Source: an optimization exercise on an open RTL-to-GDS flow (aim: small area). Production flows keep margins and buffers that such runs may drop. Only simulation tests tie the RTL to the original design; equivalence was not proved. Power is estimated from default activity; no workload was simulated.

--- config.mk ---
export PLATFORM = sky130hd
export DESIGN_NAME = TOP_Final
export DESIGN_NICKNAME = TOP_Final
export VERILOG_FILES = /design/flow/design.v
export SDC_FILE = /design/flow/constraint.sdc
export NUM_CORES = 4
export LEC_CHECK = 0
export CAP_MARGIN = 20
export CORE_MARGIN = 2
export CORE_UTILIZATION = 40
export SLEW_MARGIN = 20
--- run.sh ---
#!/bin/bash
# synth_recipe.tcl (not shown) runs the flow's synth.tcl, then flattens the netlist and writes it again
# the make line also repeats each setting of config.mk as NAME=value (left out here)
make -C /OpenROAD-flow-scripts/flow DESIGN_CONFIG=/design/flow/config.mk WORK_HOME=/design/flow/orfs CLKGATE_MAP_FILE= SYNTH_SCRIPT=/design/flow/synth_recipe.tcl finish
--- constraint.sdc ---
create_clock -name core_clock -period 100.0 [get_ports {i_clk}]
set_input_delay 20.0000 -clock core_clock [delete_from_list [all_inputs] [get_ports {i_clk}]]
set_output_delay 20.0000 -clock core_clock [all_outputs]
set_load 0.01 [all_outputs]
--- design.v ---
`timescale 1ns / 1ps
module clock_divider_1kHz(
    input i_clk,
    input i_reset,
    output o_clk
    );
    reg r_clk;
    reg[31:0] r_counter;
    assign o_clk = (r_counter == 4 - 1) & ~r_clk;
    always @(posedge i_clk or posedge i_reset) begin
        if(i_reset) begin
            r_clk <= 0;
            r_counter <= 0;
        end
        else begin
            if(r_counter == 4 - 1) begin  
                r_counter <= 0;
                r_clk <= ~r_clk;
            end
            else begin
                r_counter <= r_counter + 1;
            end
        end
    end
endmodule
`timescale 1ns / 1ps
module clock_divider_10Hz(
    input i_clk,
    input i_reset,
    output o_clk
    );
    reg r_clk;
    reg[31:0] r_counter;
    assign o_clk = (r_counter == 100 - 1) & ~r_clk;
    always @(posedge i_clk or posedge i_reset) begin
        if(i_reset) begin
            r_clk <= 0;
            r_counter <= 0;
        end
        else begin
            if(r_counter == 100 - 1) begin  
                r_counter <= 0;
                r_clk <= ~r_clk;
            end
            else begin
                r_counter <= r_counter + 1;
            end
        end
    end
endmodule
`timescale 1ns / 1ps
module counter_FND(
    input i_clk,
    input i_reset,
    input i_en,
    output[1:0] o_counter
    );
    reg[1:0] r_counter;
    assign o_counter = r_counter;
    always @(posedge i_clk or posedge i_reset)begin
        if(i_reset)begin
            r_counter <= 0;
        end
        else if(i_en) begin
            r_counter <= r_counter + 1;
        end
    end
endmodule
`timescale 1ns / 1ps
module counter_data(
    input i_clk,
    input i_reset,
    input i_en,
    output[13:0] o_counter
    );
    reg[13:0] r_counter;
    assign o_counter = r_counter;
    always @(posedge i_clk or posedge i_reset)begin
        if(i_reset)begin
            r_counter <= 0;
        end
        else if(i_en) begin
            r_counter <= r_counter + 1;
        end
    end
endmodule
`timescale 1ns / 1ps
module decoder_2x4(
    input[1:0] i_digitSelect,
    output[3:0] o_digit
    );
    reg[3:0] r_digit;
    assign o_digit = r_digit;
    always @(i_digitSelect) begin
        r_digit = 4'b1111;
        case(i_digitSelect)
            2'h0 : r_digit = 4'b1110;
            2'h1 : r_digit = 4'b1101;
            2'h2 : r_digit = 4'b1011;
            2'h3 : r_digit = 4'b0111;
        endcase
    end
endmodule
`timescale 1ns / 1ps
module digit_divider(
    input[13:0] i_value,   
    output[3:0] o_1000, o_100, o_10, o_1
    );
    assign o_1    = i_value % 10;
    assign o_10   = i_value / 10 % 10;
    assign o_100  = i_value / 100 % 10;
    assign o_1000 = i_value / 1000 % 10;
endmodule
`timescale 1ns / 1ps
module mux_4x1(
    input [3:0] i_1000, i_100, i_10, i_1,
    input [1:0] i_counter,
    output [3:0] o_value
    );
    reg [3:0] r_value;
    assign o_value = r_value;
    always @(*) begin
        case(i_counter)
            2'h0 : r_value = i_1;
            2'h1 : r_value = i_10;
            2'h2 : r_value = i_100;
            2'h3 : r_value = i_1000;
        endcase
    end
endmodule
`timescale 1ns / 1ps
module BCD_to_FND_decoder(
    input [3:0] i_value,
    output [7:0] o_font
    );
    reg[7:0] r_font;
    assign o_font = r_font;
    always @(i_value) begin
        case(i_value)
            4'h0 : r_font = 8'hc0;
            4'h1 : r_font = 8'hf9;
            4'h2 : r_font = 8'ha4;
            4'h3 : r_font = 8'hb0;
            4'h4 : r_font = 8'h99;
            4'h5 : r_font = 8'h92;
            4'h6 : r_font = 8'h82;
            4'h7 : r_font = 8'hf8;
            4'h8 : r_font = 8'h80;
            4'h9 : r_font = 8'h90;
            4'ha : r_font = 8'h7f;
            default : r_font = 8'hff;
        endcase
    end
endmodule
`timescale 1ns / 1ps
module TOP_Final(
    input i_clk,
    input i_reset,
    output[3:0] o_digit,
    output [7:0] o_font
    );
    wire w_clk_to_counter_FND;   
    wire [1:0] w_counter_to_2_4_decoder;   
    wire w_clk_to_counter_data;   
    wire [13:0] w_counter_to_digit_divider;   
    wire [3:0] w_1000, w_100, w_10, w_1;   
    wire [3:0] w_MUX_to_BCD_to_decoder;   
    clock_divider_1kHz clock_divider_1kHz_dut(
        .i_clk(i_clk),
        .i_reset(i_reset),
        .o_clk(w_clk_to_counter_FND)   
    );
    counter_FND counter_FND_dut(
        .i_clk(i_clk),
        .i_en(w_clk_to_counter_FND),
        .i_reset(i_reset),
        .o_counter(w_counter_to_2_4_decoder)   
    );    
    decoder_2x4 decoder_2x4_dut(
        .i_digitSelect(w_counter_to_2_4_decoder),   
        .o_digit(o_digit)
    );
    clock_divider_10Hz clock_divider_10Hz_dut(
        .i_clk(i_clk),
        .i_reset(i_reset),
        .o_clk(w_clk_to_counter_data)   
    );
    counter_data counter_data_dut(
        .i_clk(i_clk),
        .i_en(w_clk_to_counter_data),
        .i_reset(i_reset),
        .o_counter(w_counter_to_digit_divider)   
    );
    digit_divider digit_divider_dut(
        .i_value(w_counter_to_digit_divider),   
        .o_1000(w_1000),   
        .o_100(w_100),
        .o_10(w_10),
        .o_1(w_1)
    );
    mux_4x1 mux_4x1_dut(
        .i_1000(w_1000),  
        .i_100(w_100), 
        .i_10(w_10),
        .i_1(w_1),
        .i_counter(w_counter_to_2_4_decoder),   
        .o_value(w_MUX_to_BCD_to_decoder)   
    );
    BCD_to_FND_decoder BCD_to_FND_decoder_dut(
        .i_value(w_MUX_to_BCD_to_decoder),   
        .o_font(o_font)
    );
endmodule
==> results of run 1 <==
[cell type report]
class / count / area, um2 / area share [%]
multi-input cells: 3561 / 24400 / 85.0
flip-flops and latches: 82 / 2050 / 7.16
well taps: 873 / 1090 / 3.81
inverters: 114 / 432 / 1.51
repair buffers: 49 / 429 / 1.50
clock buffers: 9 / 225 / 0.785
clock inverters: 7 / 71.3 / 0.249
[worst max-delay path: cells and delay by family, from the launching register on]
kind | cells | cell delay (ns)
AND/OR/NAND/NOR | 116 | 27.54
adder cells (fa/ha/maj) | 31 | 9.70
AO/OA/AOI/OAI | 115 | 26.45
buffers and inverters | 17 | 3.33
flip-flops | 1 | 0.42
XOR/XNOR | 1 | 0.22
multiplexers | 18 | 5.81
[synthesized netlist by cell type (all sizes together) (76+ instances only)]
library cell / instances / area, um2
a21oi: 267 / 1340
dfrtp: 82 / 2050
ha: 234 / 2930
inv: 113 / 424
nand2: 345 / 1310
nand2b: 80 / 500
nand3: 156 / 796
nor2: 410 / 1570
nor3: 154 / 828
o21a: 82 / 626
o21ai: 265 / 1350
xnor2: 230 / 2010
xor2: 76 / 673
[routing by layer]
metal | GRT usage [%] | up-vias
li1 | - | 14500
met1 | 34.8 | 13900
met2 | 40.0 | 1038
met3 | 2.39 | 136
met4 | 6.44 | 2
met5 | 0 | -
[repair_timing]
action | 4_1_cts | 5_1_grt
setup endpoints to repair | 0 | 8
gates resized for setup | 0 | 21
hold endpoints to repair | 0 | 0
buffers inserted | 0 | 7
[placed cells by master, fill, tap and decap left out, types with 70 or more instances in the layout]
| cell | netlist | routed |
|---|---|---|
| a21oi_1 | 266 | 265 |
| nand2b_1 | 80 | 80 |
| nand4_1 | 74 | 74 |
| xor2_1 | 75 | 75 |
| nor3_1 | 145 | 143 |
| dfrtp_1 | 82 | 82 |
| nor2_1 | 405 | 403 |
| o21a_1 | 79 | 79 |
| nand2_1 | 343 | 342 |
| o21ai_0 | 229 | 228 |
| xnor2_1 | 230 | 230 |
| nand3_1 | 153 | 152 |
| mux2i_1 | 71 | 70 |
| inv_1 | 108 | 107 |
| ha_1 | 234 | 232 |
[worst max path at each step]
stage / start / endpoint / slack (ns)
2_1_floorplan: counter_FND_dut.r_counter[0] / o_font[4] / 15.90
3_3_place_gp: counter_FND_dut.r_counter[1] / o_font[4] / 5.42
3_5_place_dp: counter_FND_dut.r_counter[1] / o_font[4] / 3.73
4_1_cts: counter_FND_dut.r_counter[1] / o_font[4] / 3.13
5_1_grt: counter_FND_dut.r_counter[1] / o_font[4] / -0.009
6_report: counter_FND_dut.r_counter[0] / o_font[4] / 5.99
[state kept, by name (all words and copies together), names as in the netlist]
signal	count
counter_data_dut.r_counter	14
clock_divider_10Hz_dut.r_counter	32
clock_divider_1kHz_dut.r_clk	1
clock_divider_1kHz_dut.r_counter	32
clock_divider_10Hz_dut.r_clk	1
counter_FND_dut.r_counter	2
[power groups by stage]
stage	combinational, mW	sequential (mW)	clock [mW]
after floorplan	0.00174	0.0338	0
after global placement	0.00235	0.0338	0
after detailed placement	0.00231	0.0338	0
after CTS	0.00232	0.0331	0.0355
after global routing	0.00279	0.0331	0.0369
final	0.00234	0.0331	0.0347
[kinds of logic (layout without fill, tap and decap cells)]
family                   Yosys count  count (layout)  synth area share (%)
AND/OR/NAND/NOR                 1676            1676                  32.1
buffers and inverters            233             179                  3.68
other                              1              18                0.0138
adder cells (fa/ha/maj)          239             239                  10.9
flip-flops                        82              82                  7.53
multiplexers                     128             128                  5.10
XOR/XNOR                         306             306                  9.86
AO/OA/AOI/OAI                   1194            1194                  30.7
==> summary.md, run 1 <==
| Metric | Value |
|---|---|
| Status | `finished clean` |
| #FFs+latches synth | `roughly 80` |
| Data required time of the worst path | `80.00 ns` |
| Final Total Pwr | `0.0702 mW` |
| Combinational share of power | `between 3 and 4%` |
| Die Width | `around 270 um` |
| Drt total wl | `a little under 90000 um` |
| CTS H-tree lvls | `3` |
| Dominant register cell in the synthesized netlist | `dfrtp_1` |
| Max Transition Viols Final | `0` |
| Worst Hold End | `clock_divider_1kHz_dut.r_clk` |
| CTS sink count | `82` |
| Final Cell Area | `28700 um2` |
| Die Area | `70200 um2` |
| Syn avg cell area | `roughly 7 um2` |
| Clock Tree Buf Depth | `2` |
| Critical path's largest stage delay | `0.75 ns` |
| Filler Cells Inserted | `~7k` |
| YS warnings | `7` |
| Setup violations, final | `0` |
| Highest routed layer | `met5` |
| Crit Path Class | `flip-flop to output pin` |
| Fmax | `10.6 MHz` |
| Max Cap Violations | `0` |
| Routed len/inst | `approximately 19 um` |
| Post-layout min period | `roughly 94 ns` |
| Final core occ | `between 40% and 50%` |
| Met1 wire length | `41900 um` |
| Pre-CTS setup slack | `between 3 and 4 ns` |
| WP data arrival | `74.01 ns` |
| N_diodes | `0` |
| Setup crit end kind | `output pin` |
| Final clock skew | `0.0215 ns` |
| Worst reg2reg path startpoint | `clock_divider_10Hz_dut.r_counter[6]` |
| R2r setup slk | `approximately 97 ns` |
| Total gr overflow | `0` |
| Global-route wire length before repair | `around 140000 um` |
| Final Instance Count excl. Fillers | `~4.7k` |
| HP Class | `flip-flop to flip-flop` |
| Layout cells sized above 1 | `a little under 8%` |
| Clock Tree Root | `clkbuf_16` |
| Clock Latency Late Sink | `0.38 ns` |
| Pin count of the biggest net entering global routing | `70` |
| Peak supply drop | `0.0000103 V` |
| Post-DR vias/cell | `roughly 6.3` |
| Post-synthesis sequential area ratio | `roughly 7.5%` |
| Switching share of power | `between 20% and 30%` |
| Worst Max-Slew Pin Slew | `around 1.1 ns` |
| Hold Crit Start | `clock_divider_1kHz_dut.r_clk` |
| PwrDens | `2.45 nW/um2` |
| Hold Violations, Final | `0` |
| Height of the die | `around 270 um` |
| EDFF count, synth | `0` |
| Clock power frac | `49.4%` |
| Slew HR | `~27%` |
| Crit path max fanout | `37` |
| Initial Util | `40.5%` |
| Vias in the first global route | `about 27k` |
| Wire length on met3 | `slightly below 6000 um` |
| Internal power | `0.0514 mW` |
| Hold depth | `1` |
| Total number of vias | `slightly below 30k` |
| Crit start category | `flip-flop` |
| LEAKAGE | `12.7 nW` |
| Area growth syn-to-layout | `5.21%` |
| Clock-pin slew on the worst setup and hold paths | `roughly 0.09 ns` |
| Netlist cell types | `149` |
| Hold_ws | `around 0.47 ns` |
| Port Buffers | `13` |
| Placeable Area | `67300 um2` |
| TritonCTS clock tree | `done` |
| DR WL met2 | `~40000 um` |
| Initial antenna violation count | `1` |
| All-Layer GR Usage | `roughly a quarter` |
| Inst Count DP | `4671` |
| P_sw | `about 0.019 mW` |
| Slowest-stage cell, CP | `o311ai_2` |
| R2R depth | `13` |
| Final TNS setup | `0 ns` |
| # IOs | `14` |
| Cts bufs inserted | `9` |
| ANT nets after route | `0` |
| Flop pwr share | `47.2%` |
| Dpl hpwl | `71600 um` |
| Worst Slack Setup Final | `~6.0 ns` |
| Final period utilization | `a little over nine tenths` |
| TritonRoute pass-1 iters | `6` |
| Final #Nets | `4053` |
| FF-to-FF End | `clock_divider_10Hz_dut.r_counter[31]` |
| Post-DP Area | `roughly 28000 um2` |
| Routability Congestion | `roughly 0.98` |
| Num rows | `95` |
| Number of DRC markers in iteration 0 | `~2.4k` |
| Ys async rst share | `100%` |
| Hold_buf cts | `0` |
| Synthesized cell area | `around 27000 um2` |
| CP dominant cell by count | `ha_1` |
| Synth Instances | `~3.9k` |
| Number of remaining DRC errors | `0` |
==> run 2: changes to the inputs <==
==> design.v (replaced) <==
`timescale 1ns / 1ps
module TOP_Final(
    input i_clk,
    input i_reset,
    output [3:0] o_digit,
    output [7:0] o_font
    );
    reg [4:0] u;
    reg [4:0] x;
    reg [3:0] d0, d1, d2, d3;
    reg       f;
    wire blk  = &u[2:0];
    wire inc  = blk & (x == 5'd24);
    wire c1   = inc & (d0 == 4'd9);
    wire c2   = c1 & (d1 == 4'd9);
    wire c3   = c2 & (d2 == 4'd9);
    wire c4   = c3 & (d3 == 4'd9);
    wire wrap = inc & f & (d3 == 4'd6) & (d2 == 4'd3) & (d1 == 4'd8) & (d0 == 4'd3);
    always @(posedge i_clk or posedge i_reset) begin
        if (i_reset) begin
            u  <= 5'd4;
            x  <= 5'd0;
            d0 <= 4'd0;
            d1 <= 4'd0;
            d2 <= 4'd0;
            d3 <= 4'd0;
            f  <= 1'b0;
        end else begin
            u <= u + 5'd1;
            x <= (x == 5'd24) ? 5'd0 : x + 5'd1;
            if (wrap) begin
                d0 <= 4'd0;
                d1 <= 4'd0;
                d2 <= 4'd0;
                d3 <= 4'd0;
                f  <= 1'b0;
            end else begin
                if (inc) d0 <= c1 ? 4'd0 : d0 + 4'd1;
                if (c1)  d1 <= c2 ? 4'd0 : d1 + 4'd1;
                if (c2)  d2 <= c3 ? 4'd0 : d2 + 4'd1;
                if (c3)  d3 <= c4 ? 4'd0 : d3 + 4'd1;
                if (c4)  f  <= 1'b1;
            end
        end
    end
    wire [1:0] s = u[4:3];
    assign o_digit = ~(4'b0001 << s);
    reg [3:0] dig;
    always @(*) begin
        case (s)
            2'd0: dig = d0;
            2'd1: dig = d1;
            2'd2: dig = d2;
            default: dig = d3;
        endcase
    end
    reg [7:0] font;
    always @(*) begin
        case (dig)
            4'd0: font = 8'hc0;
            4'd1: font = 8'hf9;
            4'd2: font = 8'ha4;
            4'd3: font = 8'hb0;
            4'd4: font = 8'h99;
            4'd5: font = 8'h92;
            4'd6: font = 8'h82;
            4'd7: font = 8'hf8;
            4'd8: font = 8'h80;
            4'd9: font = 8'h90;
            default: font = 8'hff;
        endcase
    end
    assign o_font = font;
endmodule
==> run 2 against run 1 <==
Global-route usage is 8.9 points lower. Non-clock buffer count shrank 37. Clock skew fell by 0.017 ns. Via count fell by 95%. Setup slack improved by 71 ns. Critical endpoint is now o_font[0]. Largest cell class unchanged.
==> summary.md, run 2 <==
| Metric | Value |
|---|---|
| Status | `finished clean` |
| Netlist cell types | `48 (-68%)` |
| #FFs+latches synth | `27 (-67%)` |
| Register Area | `677 um2 (-67%)` |
| PwrDens | `8.60 nW/um2 (+250%)` |
| TritonCTS clock tree | `done` |
| CTS H-tree lvls | `1 (-2)` |
| Clock Tree Buf Depth | `2 (unchanged)` |
| Routability Congestion | `0.840 (-14%)` |
| Post-DP Area | `1990 um2 (-93%)` |
| Final #Nets | `220 (-95%)` |
| Total number of vias | `1398 (-95%)` |
| Max Transition Viols Final | `0 (unchanged)` |
| Die Width | `72.1 um (-73%)` |
| # IOs | `14 (unchanged)` |
| Clock Latency Late Sink | `0.28 ns (-0.10 ns)` |
| Final TNS setup | `0 ns (unchanged)` |
| HP Class | `flip-flop to flip-flop` |
| Dpl hpwl | `2760 um (-96%)` |
| Count leader, synth | `dfrtp_1` |
| Synth area leader | `dfrtp_1` |
| Data required time of the worst path | `80.00 ns (about the same)` |
| Ys async rst share | `100% (unchanged)` |
| Clock power frac | `36.2% (-13 points)` |
| Final Cell Area | `2040 um2 (-93%)` |
| Pre-CTS setup slack | `77.52 ns (+73.79 ns)` |
| EDFF count, synth | `0 (unchanged)` |
| Slowest-stage cell, CP | `mux4_1` |
| Worst Max-Slew Pin Slew | `0.580 ns (-0.506 ns)` |
| Hold_ws | `0.463 ns (-0.0106 ns)` |
| Flop pwr share | `62.2% (+15 points)` |
| Area share of the leading cell type in the synthesized netlist | `35.1% (+24 points)` |
| CTS sink count | `27 (-67%)` |
| ANT nets after route | `0 (unchanged)` |
| Critical path's largest stage delay | `0.76 ns (about the same)` |
| Ranking of synthesized cells by area | `dfrtp_1 35%, ha_1 13%, mux4_1 4.3%` |
| Syn avg cell area | `9.80 um2 (+39%)` |
| Initial antenna violation count | `0 (-1)` |
| Pin count of the biggest net entering global routing | `28 (-60%)` |
| Final clock skew | `0.00411 ns (-0.0174 ns)` |
| Setup violations, final | `0 (unchanged)` |
| Combinational share of power | `1.6% (-1.7 points)` |
| Post-layout min period | `22.79 ns (-71.22 ns)` |
| Post-DR vias/cell | `5.59 (-11%)` |
| Post-CTS sizing | `0 (unchanged)` |
| Setup crit end kind | `output pin` |
| Hold Violations, Final | `0 (unchanged)` |
| Placeable Area | `4410 um2 (-93%)` |
| Final core occ | `46.2% (+3.5 points)` |
| Worst Slack Setup Final | `77.21 ns (+71.22 ns)` |
| Multi-input gate area | `1070 um2 (-96%)` |
| Clock Tree Root | `clkbuf_8` |
| Clock-pin slew on the worst setup and hold paths | `0.09 ns (about the same)` |
| Synthesized cell area | `1850 um2 (-93%)` |
| WP data arrival | `2.79 ns (-71.22 ns)` |
| Routed len/inst | `14.7 um (-23%)` |
| Total setup buffers inserted after CTS | `0 (unchanged)` |
| Hold_buf cts | `0 (unchanged)` |
| Crit path cell chain | `mux4_1 -> inv_1 -> ha_1 -> nor2_1 -> o21ai_2 -> o21a_1 -> clkdlybuf4s50_1` |
| Final period utilization | `22.8% (-71 points)` |
| P_sw | `0.00372 mW (-80%)` |
| Filler Cells Inserted | `408 (-94%)` |
| Total gr overflow | `0 (unchanged)` |
| Height of the die | `72.1 um (-73%)` |
| Synth Instances | `189 (-95%)` |
| Switching share of power | `21.2% (-5.5 points)` |
| Num rows | `24 (-75%)` |
| Crit start category | `flip-flop` |
| Number of remaining DRC errors | `0 (unchanged)` |
| Fmax | `43.9 MHz (+310%)` |
| Max Cap Violations | `0 (unchanged)` |
| Internal power | `0.0138 mW (-73%)` |
| Initial Util | `42.0% (+1.5 points)` |
| All-Layer GR Usage | `15.8% (-8.9 points)` |
| Dominant register cell in the synthesized netlist | `dfrtp_1` |
| Cts bufs inserted | `3 (-6)` |
| Largest registers | `u (5), x (5)` |
| N_diodes | `0 (unchanged)` |
| YS warnings | `1 (-6)` |
| Peak supply drop | `0.00000644 V (-37%)` |
| Die Area | `5190 um2 (-93%)` |
| Vias in the first global route | `1446 (-95%)` |
| Area growth syn-to-layout | `9.99%` |
| Global-route wire length before repair | `6500 um (-95%)` |
| Most frequent cells in the layout | `26 x dfrtp_1, 19 x ha_1, 16 x nand2_1` |
| Top post-synthesis cells by count | `26 x dfrtp_1, 19 x ha_1, 16 x inv_1, 16 x nand2_1, 14 x nand3_1` |
| LEAKAGE | `0.924 nW (-93%)` |
| Layout cells sized above 1 | `7.07% (-0.75 points)` |
| TritonRoute pass-1 iters | `4 (-2)` |
| Crit path max fanout | `11 (-70%)` |
| Commonest non-fill, non-tap cell in the layout | `dfrtp_1` |
| Drt total wl | `3680 um (-96%)` |
| Post-synthesis sequential area ratio | `36.5% (+29 points)` |
| Slew HR | `61.3% (+34 points)` |
| Port Buffers | `12 (-1)` |
| Crit Path Class | `flip-flop to output pin` |
| Number of DRC markers in iteration 0 | `38 (-98%)` |
| RSZ-0062 raised after global routing | `false` |
-- run 2: path summary, 6_finish.rpt --
kind | start | endpoint | slack, ns | cells past startpoint
setup reg to reg | x[0] | d3[2] | 97.88 | 6
setup / recovery | u[3] | o_font[0] | 77.21 | 7
min in group asynchronous | i_reset | d0[3] | 20.10 | 2
max in group asynchronous | i_reset | d1[0] | 79.51 | 2
hold reg to reg | u[0] | u[0] | 0.46 | 1
hold / removal | u[0] | u[0] | 0.46 | 1
-- run 2: critical path, delay by kind of cell (launching register included) --
family	cells	cell delay (ns)
mux	1	0.76
buf+inv	2	0.68
flops	1	0.59
compound gates	2	0.27
fa+ha+maj	1	0.15
simple gates	1	0.05
-- run 2: power groups by stage --
stage                     Combinational [mW]  Sequential (mW)  Clock, mW
after CTS                           0.000288           0.0109    0.00659
after global placement              0.000278           0.0111          0
after global routing                0.000324           0.0109    0.00709
after floorplan                     0.000207           0.0111          0
final                               0.000275           0.0109    0.00634
after detailed placement            0.000289           0.0111          0
-- run 2: area by class of cell --
cell class | instances | share of cell area, %
multi-input cells | 139 | 52.5
flip-flops and latches | 27 | 33.2
repair buffers | 12 | 5.89
well taps | 52 | 3.19
inverters | 16 | 2.95
clock buffers | 4 | 2.21
-- run 2: cell families (layout without fill, tap and decap cells) --
kind of cell | count (synthesis) | after routing | synth area share [%]
AND/OR/NAND/NOR | 69 | 69 | 21.8
AO/OA/AOI/OAI | 37 | 37 | 12.8
flip-flops | 27 | 27 | 36.5
buffers and inverters | 23 | 32 | 5.67
adder cells (fa/ha/maj) | 19 | 19 | 12.8
multiplexers | 10 | 10 | 8.78
XOR/XNOR | 3 | 3 | 1.42
other | 1 | 1 | 0.202
-- run 2: through the flow --
step / total power [mW] / instances
floorplan: 0.0113 / 189
global placement: 0.0114 / 246
detailed placement: 0.0114 / 246
CTS: 0.0178 / 250
global route: 0.0183 / 250
finish: 0.0175 / 250
-- run 2: layer usage --
metal  vias up  GRT usage (%)  share of wire [%]
met5         -              0                  0
met3         7           2.08                3.2
li1        689              -                  -
met1       674           19.9                 47
met4         0           8.60                2.1
met2        28           26.3                 48
==> run 3: changes to the inputs <==
==> design.v (replaced) <==
`timescale 1ns / 1ps
module TOP_Final(
    input i_clk,
    input i_reset,
    output [3:0] o_digit,
    output [7:0] o_font
    );
    reg [2:0] b;
    reg [1:0] s;
    reg [4:0] x;
    reg [3:0] d0, d1, d2, d3;
    reg       f;
    wire t   = ~b[1] & b[0];
    wire e   = t & b[2];
    wire inc = e & x[0] & x[2] & x[4];
    reg fx;
    always @(*) begin
        case ({x[4], x[3], x[2], x[1]})
            4'b0010, 4'b0100, 4'b1000, 4'b1001, 4'b1011,
            4'b1101, 4'b1110, 4'b1111: fx = 1'b1;
            default: fx = 1'b0;
        endcase
    end
    wire a0 = inc & d0[0];
    wire c1 = a0 & d0[3];
    wire a1 = c1 & d1[0];
    wire c2 = a1 & d1[3];
    wire a2 = c2 & d2[0];
    wire c3 = a2 & d2[3];
    wire a3 = c3 & d3[0];
    wire c4 = a3 & d3[3];
    wire wrap = a0 & d0[1] & f & d3[2] & d3[1] & d2[1] & d2[0] & d1[3];
    always @(posedge i_clk or posedge i_reset) begin
        if (i_reset) begin
            b  <= 3'b000;
            s  <= 2'd0;
            x  <= 5'b01010;
            d0 <= 4'd0;
            d1 <= 4'd0;
            d2 <= 4'd0;
            d3 <= 4'd0;
            f  <= 1'b0;
        end else begin
            b <= {b[1:0], ~(b[2] ^ t)};
            s <= {s[1] ^ (s[0] & e), s[0] ^ e};
            x <= {x[3:0], fx};
            d0[0] <= d0[0] ^ inc;
            d0[1] <= d0[1] ^ (a0 & ~d0[3]);
            d0[2] <= d0[2] ^ (a0 & d0[1] & ~wrap);
            d0[3] <= a0 ? (d0[1] & d0[2]) : d0[3];
            d1[0] <= d1[0] ^ c1;
            d1[1] <= d1[1] ^ (a1 & ~d1[3]);
            d1[2] <= d1[2] ^ (a1 & d1[1]);
            d1[3] <= a1 ? (d1[1] & d1[2]) : (d1[3] & ~wrap);
            d2[0] <= (d2[0] ^ c2) & ~wrap;
            d2[1] <= (d2[1] ^ (a2 & ~d2[3])) & ~wrap;
            d2[2] <= d2[2] ^ (a2 & d2[1]);
            d2[3] <= a2 ? (d2[1] & d2[2]) : d2[3];
            d3[0] <= d3[0] ^ c3;
            d3[1] <= (d3[1] ^ (a3 & ~d3[3])) & ~wrap;
            d3[2] <= (d3[2] ^ (a3 & d3[1])) & ~wrap;
            d3[3] <= a3 ? (d3[1] & d3[2]) : d3[3];
            f <= f ? ~wrap : c4;
        end
    end
    assign o_digit = {~(s[1] & s[0]), ~(s[1] & ~s[0]), ~(~s[1] & s[0]), ~(~s[1] & ~s[0])};
    reg [3:0] q;
    always @(*) begin
        case (s)
            2'd0: q = d0;
            2'd1: q = d1;
            2'd2: q = d2;
            default: q = d3;
        endcase
    end
    wire one  = ~q[3] & ~q[2] & ~q[1] & q[0];
    wire four = q[2] & ~q[1] & ~q[0];
    assign o_font[0] = one | four;
    assign o_font[1] = q[2] & (q[1] ^ q[0]);
    assign o_font[2] = ~q[2] & q[1] & ~q[0];
    assign o_font[3] = one | four | (q[2] & q[1] & q[0]);
    assign o_font[4] = q[0] | (q[2] & ~q[1]);
    assign o_font[5] = (~q[2] & q[1]) | (~q[3] & ~q[2] & q[0]) | (q[1] & q[0]);
    assign o_font[6] = (~q[3] & ~q[2] & ~q[1]) | (q[2] & q[1] & q[0]);
    assign o_font[7] = 1'b1;
endmodule
--- a/config.mk
+++ b/config.mk
@@ -8,4 +8,7 @@
 export CAP_MARGIN = 20
 export CORE_MARGIN = 2
 export CORE_UTILIZATION = 40
+export CTS_BUF_LIST = sky130_fd_sc_hd__clkbuf_16
+export CTS_CLUSTER_DIAMETER = 200
+export CTS_CLUSTER_SIZE = 40
 export SLEW_MARGIN = 20
==> run 3 against run 2 <==
Still clean. Sequential power about the same. Via count decreased by 41%. Utilization increased by 3.3 points. Sequential share of layout area increased by 12 points. Power increased by 14%. Critical path depth decreased by 2. Highest routed layer unchanged.
==> summary.md, run 3 <==
| Metric | Value |
|---|---|
| Status | `finished clean` |
| Worst reg2reg path startpoint | `b[0]` |
| Final TNS setup | `0 ns (unchanged)` |
| Initial Util | `42.0% (about the same)` |
| Dpl hpwl | `1650 um (-40%)` |
| CTS H-tree lvls | `1 (unchanged)` |
| Crit path max fanout | `9 (-2)` |
| Total number of vias | `819 (-41%)` |
| LEAKAGE | `0.725 nW (-22%)` |
| Post-synthesis sequential area ratio | `52.9% (+16 points)` |
| PwrDens | `13.2 nW/um2 (+54%)` |
| Setup crit end | `o_font[3]` |
| Most flop-heavy register | `x` |
| R2R depth | `13 (+7)` |
| Combinational share of power | `1.3% (-0.3 points)` |
| Clock Tree Buf Depth | `2 (unchanged)` |
| Final #Nets | `134 (-39%)` |
| Critical path buffer and inverter count | `1 (-1)` |
| Vias in the first global route | `811 (-44%)` |
| Final Total Pwr | `0.0200 mW (+14%)` |
| ANT nets after route | `0 (unchanged)` |
| Post-DR vias/cell | `4.90 (-12%)` |
| Slew HR | `52.2% (-9.1 points)` |
| Commonest non-fill, non-tap cell in the layout | `dfrtp_1` |
| Post-DP Area | `1430 um2 (-28%)` |
| Post-layout min period | `22.37 ns (-0.417 ns)` |
| Ys async rst share | `100% (unchanged)` |
| Die Area | `3670 um2 (-29%)` |
| # IOs | `14 (unchanged)` |
| RSZ-0062 raised after global routing | `false` |
| Dominant register cell in the synthesized netlist | `dfrtp_1` |
| Max Cap Violations | `0 (unchanged)` |
| EDFF count, synth | `0 (unchanged)` |
| Total setup buffers inserted after CTS | `0 (unchanged)` |
| Hold Violations, Final | `0 (unchanged)` |
| Global-route wire length before repair | `3820 um (-41%)` |
| Clock Latency Late Sink | `0.26 ns (-0.02 ns)` |
| Synth area leader | `dfrtp_1` |
| Fmax | `44.7 MHz (+1.9%)` |
| Internal power | `0.0163 mW (+18%)` |
| Netlist cell types | `31 (-35%)` |
| Setup violations, final | `0 (unchanged)` |
| Clock power frac | `44.1% (+7.9 points)` |
| Routed len/inst | `13.2 um (-10%)` |
| Largest register FFs | `5` |
| Crit path cell chain | `mux4_2 -> nor2_1 -> mux2i_1 -> o21ai_1 -> clkdlybuf4s50_1` |
| Synth Instances | `110 (-42%)` |
| Peak supply drop | `0.00000841 V (+31%)` |
| CP Depth | `5 (-2)` |
| P_sw | `0.00371 mW (-0.17%)` |
| Clock-pin slew on the worst setup and hold paths | `0.06 ns (-0.03 ns)` |
| Placeable Area | `3050 um2 (-31%)` |
| YS warnings | `1 (unchanged)` |
| Hold_buf cts | `0 (unchanged)` |
| Data required time of the worst path | `80.00 ns (about the same)` |
| Slowest-stage cell, CP | `mux4_2` |
| Pin count of the biggest net entering global routing | `28 (unchanged)` |
| Most frequent cells in the layout | `25 x dfrtp_1, 12 x clkdlybuf4s50_1, 8 x nor2_1, 8 x inv_1, 8 x ha_1` |
| Final period utilization | `22.4% (-0.42 points)` |
| N_diodes | `0 (unchanged)` |
| Switching share of power | `18.5% (-2.7 points)` |
| Post-CTS sizing | `0 (unchanged)` |
| Die Width | `60.6 um (-16%)` |
| Worst Max-Slew Pin Slew | `0.712 ns (+0.131 ns)` |
| Height of the die | `60.6 um (-16%)` |
| Syn avg cell area | `11.6 um2 (+19%)` |
| Area share of the leading cell type in the synthesized netlist | `48.8% (+14 points)` |
| WP data arrival | `2.37 ns (-0.42 ns)` |
| Setup crit end kind | `output pin` |
| CP top delay family | `multiplexers` |
| Num rows | `20 (-17%)` |
| TritonCTS clock tree | `done` |
| Crit Path Class | `flip-flop to output pin` |
| Cts bufs inserted | `3 (unchanged)` |
| Crit start category | `flip-flop` |
| Synthesized cell area | `1280 um2 (-31%)` |
| Ranking of synthesized cells by area | `dfrtp_1 49%, ha_1 7.8%, mux4_2 5.3%` |
| Clock Tree Root | `clkbuf_16` |
| CTS sink count | `27 (unchanged)` |
| Final clock skew | `0.00129 ns (-0.00282 ns)` |
| Number of remaining DRC errors | `0 (unchanged)` |
| Max Transition Viols Final | `0 (unchanged)` |
| Critical path's largest stage delay | `0.64 ns (-0.12 ns)` |
| All-Layer GR Usage | `14.6% (-1.2 points)` |
| Count leader, synth | `dfrtp_1` |
| FF-to-FF End | `d3[1]` |
| Worst setup path startpoint | `s[1]` |
| Final Cell Area | `1510 um2 (-26%)` |
| Number of DRC markers in iteration 0 | `20 (-47%)` |
| Flop pwr share | `54.6% (-7.6 points)` |
| R2r setup slk | `97.18 ns (-0.70 ns)` |
| Initial antenna violation count | `0 (unchanged)` |
| Top post-synthesis cells by count | `25 x dfrtp_1, 8 x ha_1, 8 x inv_1, 8 x nor2_1` |
| Total gr overflow | `0 (unchanged)` |
| #FFs+latches synth | `27 (unchanged)` |
| Area growth syn-to-layout | `18.0%` |
| Routability Congestion | `0.786 (-6.3%)` |
| Drt total wl | `2210 um (-40%)` |
| Final core occ | `49.5% (+3.3 points)` |
| HP Class | `flip-flop to flip-flop` |
| TritonRoute pass-1 iters | `4 (unchanged)` |
| Layout cells sized above 1 | `8.94% (+1.9 points)` |
| Port Buffers | `12 (unchanged)` |
| Hold Crit Start | `b[0]` |
## run 3: changes by cell type in the layout (fill, tap and decap cells not counted), moves of 5 or more
cell     previous run  this run
a21oi_1            13         2
ha_1               19         8
nand2_1            16         7
nand3_1            14         6
inv_1              15         8
xnor2_1             2         7
## run 3: cells by family (layout without fill, tap and decap cells)
logic type	Yosys count	count (layout)	share of synthesized area, %
xor gates and xnor gates	11	11	7.52
buffers and inverters	11	24	4.20
AOI/OAI and AO/OA	11	11	4.88
muxes	5	5	8.11
adders and majority gates	8	8	7.81
other	1	1	0.293
DFF	27	27	52.9
and+or+nand+nor	36	36	14.3
## run 3: per-layer routing
| metal | track usage (%) | share of wire, % | routed length [um] |
|---|---|---|---|
| met5 | 0 | 0 | 0 |
| met1 | 18.7 | 44 | 974 |
| met4 | 9.01 | 3.9 | 86 |
| met2 | 22.6 | 48 | 1070 |
| met3 | 3.20 | 3.4 | 74 |
## run 3: how the worst min path moves through the flow
stage | endpoint | cells past startpoint
4_1_cts | b[1] | 0
3_5_place_dp | x[1] | 0
3_3_place_gp | b[1] | 0
5_1_grt | b[1] | 0
2_1_floorplan | b[1] | 0
6_report | b[1] | 0
## run 3: power groups by stage
stage	combinational, mW	clock [mW]	sequential [mW]
6_report	0.000260	0.00884	0.0109
3_5_place_dp	0.000280	0	0.0111
2_1_floorplan	0.000207	0	0.0111
3_3_place_gp	0.000272	0	0.0111
5_1_grt	0.000322	0.00952	0.0109
4_1_cts	0.000276	0.00898	0.0109
## run 3: worst reg2reg max path, delay by kind of cell, from the launching register on
family        cells  cell delay [ns]
flops             1             0.37
simple gates      7             1.08
fa+ha+maj         5             1.10
xor+xnor          1             0.13
## run 3: final cells by class
cell class / count / area (um2)
clock buffers: 3 / 75.1
clock inverters: 1 / 3.75
fillers: 309 / 1540
inverters: 8 / 30.0
multi-input cells: 72 / 549
flip-flops and latches: 27 / 678
well taps: 44 / 55.1
repair buffers: 12 / 120
## run 3: through the flow
stage	hold WS (ns)	cells	worst slack (ns)
after floorplan	0.347	110	78.47
after global placement	0.358	163	77.95
after detailed placement	0.359	163	77.89
after CTS	0.380	167	77.61
after global routing	0.392	167	77.50
final	0.374	167	77.63
==> run 4: changes to the inputs <==
--- a/config.mk
+++ b/config.mk
@@ -8,7 +8,5 @@
 export CAP_MARGIN = 20
 export CORE_MARGIN = 2
 export CORE_UTILIZATION = 40
-export CTS_BUF_LIST = sky130_fd_sc_hd__clkbuf_16
-export CTS_CLUSTER_DIAMETER = 200
-export CTS_CLUSTER_SIZE = 40
+export CTS_BUF_LIST = sky130_fd_sc_hd__clkbuf_8
 export SLEW_MARGIN = 20
==> run 4 against run 3 <==
First-iteration DRC count is 10% higher. Global-route usage decreased by 0.49 points. Die area did not move. Synthesized cell count unchanged. Final area decreased by 2.2%. Via count fell by 2.3%. Combinational power rose by 2%. Sequential power hardly changed. Worst hold slack better by 0.0056 ns. Sequential cell count did not move. Sequential share of layout area increased by 1.0 points. Critical path type unchanged. Largest power group unchanged. Highest routed layer unchanged.
==> summary.md, run 4 <==
| Metric | Value |
|---|---|
| Synthesized-area fraction occupied by adder cells | `7.81% (unchanged)` |
| Routability Congestion | `0.786 (unchanged)` |
| Final #Nets | `134 (unchanged)` |
| Area share of the leading cell type in the synthesized netlist | `48.8% (unchanged)` |
| Largest register FFs | `5 (unchanged)` |
| N_diodes | `0 (unchanged)` |
| Netlist cell types | `31 (unchanged)` |
| CTS sink count | `27 (unchanged)` |
| Ranking of synthesized cells by area | `dfrtp_1 49%, ha_1 7.8%, mux4_2 5.3%` |
| Syn avg cell area | `11.6 um2 (unchanged)` |
| Count leader, synth | `dfrtp_1` |
| Cts bufs inserted | `3 (unchanged)` |
| CTS H-tree lvls | `1 (unchanged)` |
| Clock Latency Late Sink | `0.26 ns (about the same)` |
| Clock-pin slew on the worst setup and hold paths | `0.09 ns (+0.03 ns)` |
| Ys async rst share | `100% (unchanged)` |
| EDFF count, synth | `0 (unchanged)` |
| Hold_ws | `0.379 ns (+0.00561 ns)` |
| CP top delay family | `multiplexers` |
| Layout cells sized above 1 | `8.94% (unchanged)` |
| LEAKAGE | `0.710 nW (-2.1%)` |
| TritonCTS clock tree | `done` |
| Slowest-stage cell, CP | `mux4_1` |
| CP Depth | `5 (unchanged)` |
| Internal power | `0.0137 mW (-16%)` |
| Final clock skew | `0.00141 ns (+0.000113 ns)` |
| Worst Max-Slew Pin Slew | `0.709 ns (-0.00255 ns)` |
| Total setup buffers inserted after CTS | `0 (unchanged)` |
| Die Area | `3670 um2 (unchanged)` |
| Multi-input gate area | `549 um2 (unchanged)` |
| Post-synthesis sequential area ratio | `52.9% (unchanged)` |
| WP data arrival | `2.39 ns (+0.02 ns)` |
| Most frequent cells in the layout | `25 x dfrtp_1, 12 x clkdlybuf4s50_1, 8 x nor2_1, 8 x inv_1, 8 x ha_1` |
| Port Buffers | `12 (unchanged)` |
| Crit start category | `flip-flop` |
| Hold depth | `0 (unchanged)` |
| R2R depth | `13 (unchanged)` |
| RSZ-0062 raised after global routing | `false` |
| Synth area leader | `dfrtp_1` |
| Clock power frac | `34.7% (-9.4 points)` |
| Switching share of power | `19.9% (+1.4 points)` |
| Number of remaining DRC errors | `0 (unchanged)` |
| Final TNS setup | `0 ns (unchanged)` |
| Total gr overflow | `0 (unchanged)` |
| ANT nets after route | `0 (unchanged)` |
| Slew HR | `52.4% (+0.17 points)` |
| Initial Util | `42.0% (unchanged)` |
| Synth Area in Compound Gates | `4.88% (unchanged)` |
| Max Transition Viols Final | `0 (unchanged)` |
| Hold_buf cts | `0 (unchanged)` |
| Peak supply drop | `0.00000787 V (-6.4%)` |
| Combinational share of power | `1.5% (+0.2 points)` |
| Placeable Area | `3050 um2 (unchanged)` |
| TritonRoute pass-1 iters | `4 (unchanged)` |
| Crit path cell chain | `mux4_1 -> nor2_1 -> mux2i_1 -> o21ai_1 -> clkdlybuf4s50_1` |
| Critical path's largest stage delay | `0.66 ns (+0.02 ns)` |
| Vias in the first global route | `793 (-2.2%)` |
| Top post-synthesis cells by count | `25 x dfrtp_1, 8 x ha_1, 8 x inv_1, 8 x nor2_1` |
| Drt total wl | `2170 um (-1.5%)` |
| Synthesized cell area | `1280 um2 (unchanged)` |
| Total number of vias | `800 (-2.3%)` |
| Flop pwr share | `63.8% (+9.2 points)` |
| Filler Cells Inserted | `317 (+2.6%)` |
| YS warnings | `1 (unchanged)` |
| #FFs+latches synth | `27 (unchanged)` |
| Setup crit end kind | `output pin` |
| Post-DR vias/cell | `4.79 (-2.3%)` |
| Data required time of the worst path | `80.00 ns (about the same)` |
| Synth Area in XOR/XNOR | `7.52% (unchanged)` |
| Height of the die | `60.6 um (unchanged)` |
| Status | `finished clean` |
| Register Area | `678 um2 (unchanged)` |
| Largest family of logic cells by synthesized area | `simple AND/OR/NAND/NOR gates` |
| P_sw | `0.00341 mW (-8.1%)` |
| Post-CTS sizing | `0 (unchanged)` |
| Routed len/inst | `13.0 um (-1.5%)` |
| Dominant register cell in the synthesized netlist | `dfrtp_1` |
| Hold Violations, Final | `0 (unchanged)` |
| Synth Instances | `110 (unchanged)` |
| Global-route wire length before repair | `3730 um (-2.5%)` |
| Dpl hpwl | `1650 um (unchanged)` |
| All-Layer GR Usage | `14.1% (-0.49 points)` |
| PwrDens | `11.6 nW/um2 (-13%)` |
| Num rows | `20 (unchanged)` |
| Number of DRC markers in iteration 0 | `22 (+10%)` |
| Clock Tree Buf Depth | `2 (unchanged)` |
| Area growth syn-to-layout | `15.3%` |
| Die Width | `60.6 um (unchanged)` |
| # IOs | `14 (unchanged)` |
| Crit path max fanout | `9 (unchanged)` |
| Post-layout min period | `22.39 ns (+0.0169 ns)` |
| Critical path buffer and inverter count | `1 (unchanged)` |
| Commonest non-fill, non-tap cell in the layout | `dfrtp_1` |
| Mux contribution to synthesized area | `8.11% (unchanged)` |
| Fmax | `44.7 MHz (about the same)` |
| Simple-Gate Fraction of Synth Area | `14.3% (unchanged)` |
| Crit Path Class | `flip-flop to output pin` |
| Final period utilization | `22.4% (about the same)` |
| Pin count of the biggest net entering global routing | `28 (unchanged)` |
| Setup violations, final | `0 (unchanged)` |
| Max Cap Violations | `0 (unchanged)` |
| HP Class | `flip-flop to flip-flop` |
| Initial antenna violation count | `0 (unchanged)` |
| Most flop-heavy register | `x` |
| Clock Tree Root | `clkbuf_8` |
## run 4: power by group through the flow
stage	Clock, mW	Combinational [mW]	Sequential, mW
5_1_grt	0.00657	0.000323	0.0109
3_3_place_gp	0	0.000272	0.0111
4_1_cts	0.00616	0.000278	0.0109
3_5_place_dp	0	0.000280	0.0111
6_report	0.00593	0.000264	0.0109
2_1_floorplan	0	0.000207	0.0111
## run 4: logic make-up after synthesis
family | Yosys count
AND/OR/NAND/NOR | 36
flip-flops | 27
AO/OA/AOI/OAI | 11
XOR/XNOR | 11
buffers and inverters | 11
multiplexers | 5
adder cells (fa/ha/maj) | 8
other | 1
## run 4: path summary, 6_finish.rpt
path,endpoint,slack [ns],start
worst min register to register,b[1],0.38,b[0]
worst max-delay path,o_font[3],77.61,s[1]
max in group asynchronous,x[1],79.53,i_reset
min in group asynchronous,x[4],20.10,i_reset
worst max register to register,d3[1],97.21,b[0]
worst min-delay path,b[1],0.38,b[0]
## run 4: per-layer routing
metal / vias up / part of all wire, % / global-route usage [%]
met5: - / 0 / 0
met4: 0 / 0.87 / 6.52
met3: 2 / 3.3 / 2.56
met2: 14 / 51 / 22.9
met1: 392 / 45 / 18.5
li1: 392 / - / -
## run 4: worst reg2reg max path, stage by stage (launching register included)
cell and delay, ns:
dfrtp_1 0.38, nor2b_1 0.13, ha_1 0.21, and4_1 0.21
ha_1 0.24, and2_1 0.18, ha_1 0.23, and2_1 0.18
ha_1 0.22, and2_1 0.17, ha_1 0.20, nor2b_1 0.14
xnor2_1 0.13, nor2_1 0.05
## run 4: cell type report
class / instances / share of cell area, %
Clock inverter: 1 / 0.254
Timing Repair Buffer: 12 / 8.13
Multi-Input combinational cell: 72 / 37.2
Inverter: 8 / 2.03
Clock buffer: 3 / 2.79
Tap cell: 44 / 3.73
Sequential cell: 27 / 45.9
## run 4: stage by stage
stage	util, %	setup WS, ns	std cells	cell area, um2	total power [mW]
final	48.4	77.61	167	1480	0.0171
after global routing	48.4	77.48	167	1480	0.0178
after CTS	48.4	77.59	167	1480	0.0173
after detailed placement	46.9	77.89	163	1430	0.0114
after global placement	46.9	77.95	163	1430	0.0114
after floorplan	-	78.47	110	1280	0.0113
==> run 5: changes to the inputs <==
==> flow/run.sh (new file) <==
#!/bin/bash
# The standard ORFS layout (standard.sh), with the port buffers made of the
# smallest buffer cell instead of the one buffer_ports picks by default.
set -euo pipefail
cd "$(dirname "$0")/.."
bash standard.sh "BUFFER_PORTS_ARGS=-buffer_cell sky130_fd_sc_hd__buf_1" finish > standard_flow.log 2>&1
==> standard.sh (new file) <==
#!/bin/bash
# synth_recipe.tcl (not shown) runs the flow's synth.tcl, then flattens the netlist and writes it again
# the make line also repeats each setting of config.mk as NAME=value (left out here)
make -C /OpenROAD-flow-scripts/flow DESIGN_CONFIG=/design/flow/config.mk WORK_HOME=/design/flow/orfs CLKGATE_MAP_FILE= SYNTH_SCRIPT=/design/flow/synth_recipe.tcl "${@:-finish}"
removed: run.sh
==> run 5 against run 4 <==
Area after synthesis stayed put. Largest power group unchanged. Die area stayed put. Critical path type unchanged. First-iteration DRC count is 23% higher. Final area is 5.1% lower. Power is 0.86% higher.
==> summary.md, run 5 <==
| Metric | Value |
|---|---|
| Fmax | `45.3 MHz (+1.4%)` |
| Post-CTS sizing | `0 (unchanged)` |
| Largest register FFs | `5 (unchanged)` |
| Crit path max fanout | `9 (unchanged)` |
| Routability Congestion | `0.764 (-2.8%)` |
| Crit Path Class | `flip-flop to output pin` |
| TritonCTS clock tree | `done` |
| Synth Instances | `110 (unchanged)` |
| Count leader, synth | `dfrtp_1` |
| Crit start category | `flip-flop` |
| Final #Nets | `134 (unchanged)` |
| Data required time of the worst path | `80.00 ns (about the same)` |
| Dpl hpwl | `1630 um (-1.2%)` |
| Post-synthesis sequential area ratio | `52.9% (unchanged)` |
| Most frequent cells in the layout | `25 x dfrtp_1, 12 x buf_1, 8 x nor2_1, 8 x inv_1, 8 x ha_1` |
| Initial Util | `42.0% (unchanged)` |
| # IOs | `14 (unchanged)` |
| Slew HR | `52.5% (+0.13 points)` |
| CTS sink count | `27 (unchanged)` |
| LEAKAGE | `0.679 nW (-4.4%)` |
| CTS H-tree lvls | `1 (unchanged)` |
| Max Cap Violations | `0 (unchanged)` |
| Initial antenna violation count | `0 (unchanged)` |
| All-Layer GR Usage | `15.0% (+0.89 points)` |
| Synth Area in XOR/XNOR | `7.52% (unchanged)` |
| Setup violations, final | `0 (unchanged)` |
| Placeable Area | `3050 um2 (unchanged)` |
| ANT nets after route | `0 (unchanged)` |
| Setup crit end kind | `output pin` |
| Port Buffers | `12 (unchanged)` |
| Synth Area in Compound Gates | `4.88% (unchanged)` |
| Synthesized cell area | `1280 um2 (unchanged)` |
| Netlist cell types | `31 (unchanged)` |
| Area share of the leading cell type in the synthesized netlist | `48.8% (unchanged)` |
| Height of the die | `60.6 um (unchanged)` |
| Die Area | `3670 um2 (unchanged)` |
| Synthesized-area fraction occupied by adder cells | `7.81% (unchanged)` |
| Max Transition Viols Final | `0 (unchanged)` |
| RSZ-0062 raised after global routing | `false` |
| Largest family of logic cells by synthesized area | `simple AND/OR/NAND/NOR gates` |
| Final TNS setup | `0 ns (unchanged)` |
| Hold_ws | `0.380 ns (+0.00101 ns)` |
| TritonRoute pass-1 iters | `4 (unchanged)` |
| HP Class | `flip-flop to flip-flop` |
| #FFs+latches synth | `27 (unchanged)` |
| Commonest non-fill, non-tap cell in the layout | `dfrtp_1` |
| Synth area leader | `dfrtp_1` |
| Routed len/inst | `13.0 um (about the same)` |
| Clock Latency Late Sink | `0.27 ns (about the same)` |
| Peak supply drop | `0.00000661 V (-16%)` |
| YS warnings | `1 (unchanged)` |
| Vias in the first global route | `857 (+8.1%)` |
| Area growth syn-to-layout | `9.47%` |
| Top post-synthesis cells by count | `25 x dfrtp_1, 8 x ha_1, 8 x inv_1, 8 x nor2_1` |
| Worst Max-Slew Pin Slew | `0.707 ns (-0.00197 ns)` |
| Syn avg cell area | `11.6 um2 (unchanged)` |
| Post-layout min period | `22.07 ns (-0.318 ns)` |
| Total gr overflow | `0 (unchanged)` |
| Final clock skew | `0.00420 ns (+0.00279 ns)` |
| Number of remaining DRC errors | `0 (unchanged)` |
| Final period utilization | `22.1% (-0.32 points)` |
| Ranking of synthesized cells by area | `dfrtp_1 49%, ha_1 7.8%, mux4_2 5.3%` |
| R2r setup slk | `97.16 ns (-0.05 ns)` |
| Hold_buf cts | `0 (unchanged)` |
| Total setup buffers inserted after CTS | `0 (unchanged)` |
| Mux contribution to synthesized area | `8.11% (unchanged)` |
| Layout cells sized above 1 | `8.94% (unchanged)` |
| Num rows | `20 (unchanged)` |
| Global-route wire length before repair | `3950 um (+5.9%)` |
| Clock-pin slew on the worst setup and hold paths | `0.09 ns (about the same)` |
| Total number of vias | `818 (+2.3%)` |
| Post-DR vias/cell | `4.90 (+2.3%)` |
| Cts bufs inserted | `3 (unchanged)` |
| WP data arrival | `2.07 ns (-0.32 ns)` |
| Ys async rst share | `100% (unchanged)` |
| Simple-Gate Fraction of Synth Area | `14.3% (unchanged)` |
| Dominant register cell in the synthesized netlist | `dfrtp_1` |
| Clock Tree Root | `clkbuf_8` |
| EDFF count, synth | `0 (unchanged)` |
| Clock Tree Buf Depth | `2 (unchanged)` |
| Pin count of the biggest net entering global routing | `28 (unchanged)` |
| Status | `finished clean` |
| PwrDens | `12.3 nW/um2 (+6.3%)` |
| Final core occ | `45.9% (-2.5 points)` |
| Drt total wl | `2170 um (about the same)` |
| Number of DRC markers in iteration 0 | `27 (+23%)` |
| N_diodes | `0 (unchanged)` |
| Hold Violations, Final | `0 (unchanged)` |
| Most flop-heavy register | `x` |
| Die Width | `60.6 um (unchanged)` |
run 5: cell counts after synthesis:
Identical to the previous run, type by type.
run 5: cell families (layout without fill, tap and decap cells):
logic type,count (synthesis),count (layout)
other cells,1,1
flops,27,27
xor+xnor,11,11
mux,5,5
compound gates,11,11
fa+ha+maj,8,8
simple gates,36,36
buf+inv,11,24
run 5: worst paths after layout:
kind / start / end / cells past startpoint
worst max register to register: b[0] / d3[1] / 13
worst max-delay path: s[1] / o_font[1] / 4
worst min-delay path: b[0] / b[1] / 0
min in group asynchronous: i_reset / x[0] / 2
worst min register to register: b[0] / b[1] / 0
max in group asynchronous: i_reset / d0[1] / 2
run 5: report_power, final:
part / total, mW / switching (mW) / internal (mW)
Clock: 0.00611 / 0.00335 / 0.00276
Combinational: 0.000238 / 0.000225 / 0.0000128
Sequential: 0.0109 / 0 / 0.0109
run 5: stage by stage:
stage                     power, mW  instance area, um2  worst slack [ns]  instances
final                        0.0173                1400             77.93        167
after CTS                    0.0174                1400             77.92        167
after detailed placement     0.0114                1360             78.22        163
after global placement       0.0114                1360             78.30        163
after floorplan              0.0113                1280             78.47        110
after global routing         0.0179                1400             77.83        167
run 5: critical path, stage by stage (launching register included):
cell,delay (ns)
dfrtp_1,0.54
mux4_2,0.63
ha_1,0.33
and2_2,0.18
buf_1,0.12
run 5: routing by layer:
metal  track usage (%)  share of wire, %  up-vias
met3              3.62               4.5        5
met1              18.7                46      401
li1                  -                 -      393
met2              24.9                48       19
met4              6.52               1.7        0
met5                 0                 0        -
run 5: cell type report:
class                   count  area (um2)
fillers                   313        1650
clock inverters             1        3.75
repair buffers             12        45.0
clock buffers               3        41.3
well taps                  44        55.1
flip-flops and latches     27         678
inverters                   8        30.0
multi-input cells          72         549

port drivers added, routing unchanged:
The flow's constraints put no driver on any port. The routed layouts listed below were extracted and timed again, unchanged, in two steps.
Step 1: set_driving_cell puts a clkbuf_16 on i_clk and a buf_2 on each other input, an assumption about the parent block.
Step 2 adds t to the input delays and takes it off the output delays; t is the mean of the earliest and latest rising clock arrival at the registers after step 1. Input paths then give back, and output paths get back, about the clock's delay inside the block.
Three values: ideal ports, drivers, drivers and shift; two values: the first two.
| run | t, ns | setup WS [ns] | worst hold slack (ns) | worst setup path at the end | clock arrival spread, ns |
|---|---|---|---|---|---|
| run 1 | 0.428 | 5.989 / 5.931 / 6.360 | 0.473 / 0.473 / 0.473 | register to output | 0.022 / 0.021 |
| run 2 | 0.300 | 77.212 / 77.186 / 77.486 | 0.463 / 0.463 / 0.463 | register to output | 0.004 / 0.004 |
| run 3 | 0.284 | 77.629 / 77.601 / 77.885 | 0.374 / 0.374 / 0.374 | register to output | 0.001 / 0.002 |
| run 4 | 0.286 | 77.612 / 77.588 / 77.875 | 0.379 / 0.379 / 0.379 | register to output | 0.001 / 0.001 |
| run 5 | 0.294 | 77.930 / 77.906 / 78.200 | 0.380 / 0.380 / 0.380 | register to output | 0.004 / 0.004 |
After both steps every run listed still meets setup and hold.
